Background: an optimization exercise with open tools, aiming at small area and a short achievable clock period. Do not read the settings as production practice. The flow treats the clock pin as an ideal source. Dropping or thinning the clock tree relies on that and would not hold on a real chip. Power and IR drop assume default switching activity.

==> flow/design.v (excerpt) <==
module mult_unsigned (
	input clk, rst,
	input [15:0] A,
	input [23:0] B,
	output [39:0] result
);
Size: ~1,200 cells after synthesis, about 240 flip-flops, about 82 I/O pins.
clock: 8.0 ns
lec_check: 0
cap_margin: 20
core_margin: 2
core_utilization: 40
setup_slack_margin: 5
slew_margin: 20
synth_hierarchical: 1
synth_minimum_keep_size: 0
standard.sh (not shown) runs the stock make flow with config.mk's settings and CLKGATE_MAP_FILE= SYNTH_SCRIPT=/design/flow/synth_recipe.tcl, a recipe that flattens the netlist after the stock synthesis.
==> flow/flow/run.sh <==
#!/bin/bash
# Layout flow: the standard synthesis unchanged, then the standard ORFS
# steps with plain buffers on the ports and the setup-repair target below.
set -euo pipefail
bash standard.sh synth > synth.log 2>&1
sed -e 's/SETUP_SLACK_MARGIN=[-0-9.]*/SETUP_SLACK_MARGIN=5.58/' standard.sh > layout.sh
export BUFFER_PORTS_ARGS="-buffer_cell sky130_fd_sc_hd__buf_1"
export PRE_CTS_TCL=$(pwd)/flow/manual_cts.tcl MCTS_LEAVES=12 MCTS_ROOTS=4 MCTS_CLASSES='r2:sky130_fd_sc_hd__dlygate4sd3_1+sky130_fd_sc_hd__dlygate4sd1_1 r3:sky130_fd_sc_hd__dlygate4sd3_1+sky130_fd_sc_hd__dlygate4sd3_1' REMOVE_ABC_BUFFERS=1
bash layout.sh finish > layout.log 2>&1
Other scripts of this flow, unchanged in this note and not shown: flow/flow/manual_cts.tcl
The starting point went through all stages and came out clean.
Next try:
--- a/flow/design.v
+++ b/flow/design.v
@@ -1,24 +1,26 @@
 module mult_unsigned (
 	input clk, rst,
 	input [15:0] A,
 	input [23:0] B,
 	output [39:0] result
 );
 reg [23:0] rb;
-reg [15:0] ra;
+reg [7:0] r_one, r_two, r_neg;
+reg r_a15;
 reg [78:0] r2;
 reg [39:0] r3, r4, r5;
 reg [3:0] v;
-wire [16:0] ax = {ra, 1'b0};
-wire [7:0] r_one, r_two, r_neg;
-wire r_a15 = ra[15];
+wire [16:0] ax = {A, 1'b0};
+wire [7:0] e_one, e_two, e_neg;
 genvar gi;
 generate for (gi = 0; gi < 8; gi = gi + 1) begin : enc
-	mult_booth_enc u_enc (.a(ax[2*gi+2:2*gi]), .one(r_one[gi]), .two(r_two[gi]), .neg(r_neg[gi]));
+	assign e_one[gi] = ax[2*gi+1] ^ ax[2*gi];
+	assign e_two[gi] = (ax[2*gi+2] & ~ax[2*gi+1] & ~ax[2*gi]) | (~ax[2*gi+2] & ax[2*gi+1] & ax[2*gi]);
+	assign e_neg[gi] = ax[2*gi+2];
 end endgenerate
 wire pp1;
 wire pp2;
 wire pp3;
 wire pp4;
 wire pp5;
 wire pp6;
@@ -1373,15 +1375,18 @@
 assign g788 = g677 | (p678 & g761);
 assign g789 = g681 | (p682 & g770);
 wire [39:0] sx = {r2[77], r2[75], r2[73], r2[71], r2[69], r2[67], r2[65], r2[63], r2[61], r2[59], r2[57], r2[55], r2[53], r2[51], r2[49], r2[47], r2[45], r2[43], r2[41], r2[39], r2[37], r2[35], r2[33], r2[31], r2[29], r2[27], r2[25], r2[23], r2[21], r2[19], r2[17], r2[15], r2[13], r2[11], r2[9], r2[7], r2[5], r2[3], r2[2], r2[0]};
 wire [39:0] sy = {r2[78], r2[76], r2[74], r2[72], r2[70], r2[68], r2[66], r2[64], r2[62], r2[60], r2[58], r2[56], r2[54], r2[52], r2[50], r2[48], r2[46], r2[44], r2[42], r2[40], r2[38], r2[36], r2[34], r2[32], r2[30], r2[28], r2[26], r2[24], r2[22], r2[20], r2[18], r2[16], r2[14], r2[12], r2[10], r2[8], r2[6], r2[4], 1'b0, r2[1]};
 wire [39:0] prod = {(p684 ^ g789), (p682 ^ g770), (p680 ^ g788), (p678 ^ g761), (p676 ^ g787), (p674 ^ g769), (p672 ^ g786), (p670 ^ g755), (p668 ^ g785), (p666 ^ g768), (p664 ^ g784), (p662 ^ g760), (p660 ^ g783), (p658 ^ g767), (p656 ^ g782), (p654 ^ g756), (p652 ^ g781), (p650 ^ g766), (p648 ^ g780), (p646 ^ g759), (p644 ^ g779), (p642 ^ g765), (p640 ^ g778), (p638 ^ g752), (p636 ^ g777), (p634 ^ g764), (p632 ^ g776), (p630 ^ g758), (p628 ^ g775), (p626 ^ g763), (p624 ^ g774), (p622 ^ g743), (p620 ^ g773), (p618 ^ g762), (p616 ^ g772), (p614 ^ g724), (p612 ^ g771), (p610 ^ g685), (p608 ^ g605), p606};
 always @(posedge clk) begin
 	rb <= B;
-	ra <= A;
+	r_one <= e_one;
+	r_two <= e_two;
+	r_neg <= e_neg;
+	r_a15 <= A[15];
 	r2 <= {s603, c602, s601, c600, s599, c598, s597, c596, s595, c594, s593, c592, s591, c590, s589, c588, s587, c586, s585, c584, s583, c582, s581, c580, s579, c578, s577, c576, s575, c574, s573, c572, s571, c570, s569, c568, s567, c566, s565, c564, s563, c562, s561, c560, s559, c558, s557, c556, s555, c554, s553, c552, s551, c550, s549, c548, s547, c546, s545, c544, s543, c542, s541, c540, s539, c538, s537, c536, s535, c534, s533, c532, s531, c530, s529, pp27, pp2, pp1, r_neg[0]};
 	r3 <= prod;
 	r4 <= r3;
 end
 always @(posedge clk or posedge rst) begin
 	if (rst) begin
 		v <= 4'b0;
@@ -1393,19 +1398,14 @@
 end
 assign result = r5;
 endmodule
 module mult_pg (input a, b, output p, g);
 assign p = a ^ b;
 assign g = a & b;
 endmodule
-module mult_booth_enc (input [2:0] a, output one, two, neg);
-assign one = a[1] ^ a[0];
-assign two = (a[2] & ~a[1] & ~a[0]) | (~a[2] & a[1] & a[0]);
-assign neg = a[2];
-endmodule
 module mult_fa (input a, b, c, output s, co);
 assign s = a ^ b ^ c;
 assign co = (a & b) | (a & c) | (b & c);
 endmodule
 module mult_ha (input a, b, output s, co);
 assign s = a ^ b;
 assign co = a & b;
=> This time the run finished but fails on negative hold slack. Core utilization is lower by 6.3 points. First-iteration DRC count drops by about a fifth. Critical path depth decreases by 5. Sequential power increases by a few percent. Final area goes down by roughly a tenth. Synthesized area rose slightly. Register-to-register slack gains 370 ps. Setup slack is better by 290 ps. Flip-flop and latch count went up by 8.
No functional check of the RTL was part of any run of this note. No run of this note takes its clock network from TritonCTS; it comes from the design's own scripts or RTL.

[separate check: timing with driven ports]
In the flow no input, the clock included, has a driving cell. The finished layouts below were timed again as built, in two steps. Step 1, drivers: a clkbuf_16 drives clk and a buf_2 each remaining input, both assumed. Step 2, shift: input delay + t, output delay - t, t = (earliest + latest rising clock arrival at the registers) / 2. This alone moves slack from input paths to output paths. Slacks: ideal / step 1 / step 2; pairs: ideal / step 1.
run	t (ns)	setup slack, ns	hold WS [ns]	worst setup path at the end	latest minus earliest clock arrival (ns)	worst data-port slew with drivers (ns)
the first run	0.952	5.279 / 5.280 / 5.280	0.064 / 0.064 / 0.064	register to register	1.147 / 1.147	0.03
the second run	0.997	5.574 / 5.461 / 5.196	-0.027 / -0.027 / -0.027	input, reset recovery	1.277 / 1.277	0.03
Clock arrivals are far apart in the first run and the second run, so t is only a midpoint there and step 2 fits no single register. The setup slack of the second run, which loses most, moves by -0.113 ns with the drivers and by -0.378 ns with both steps. Setup slack includes reset recovery checks.
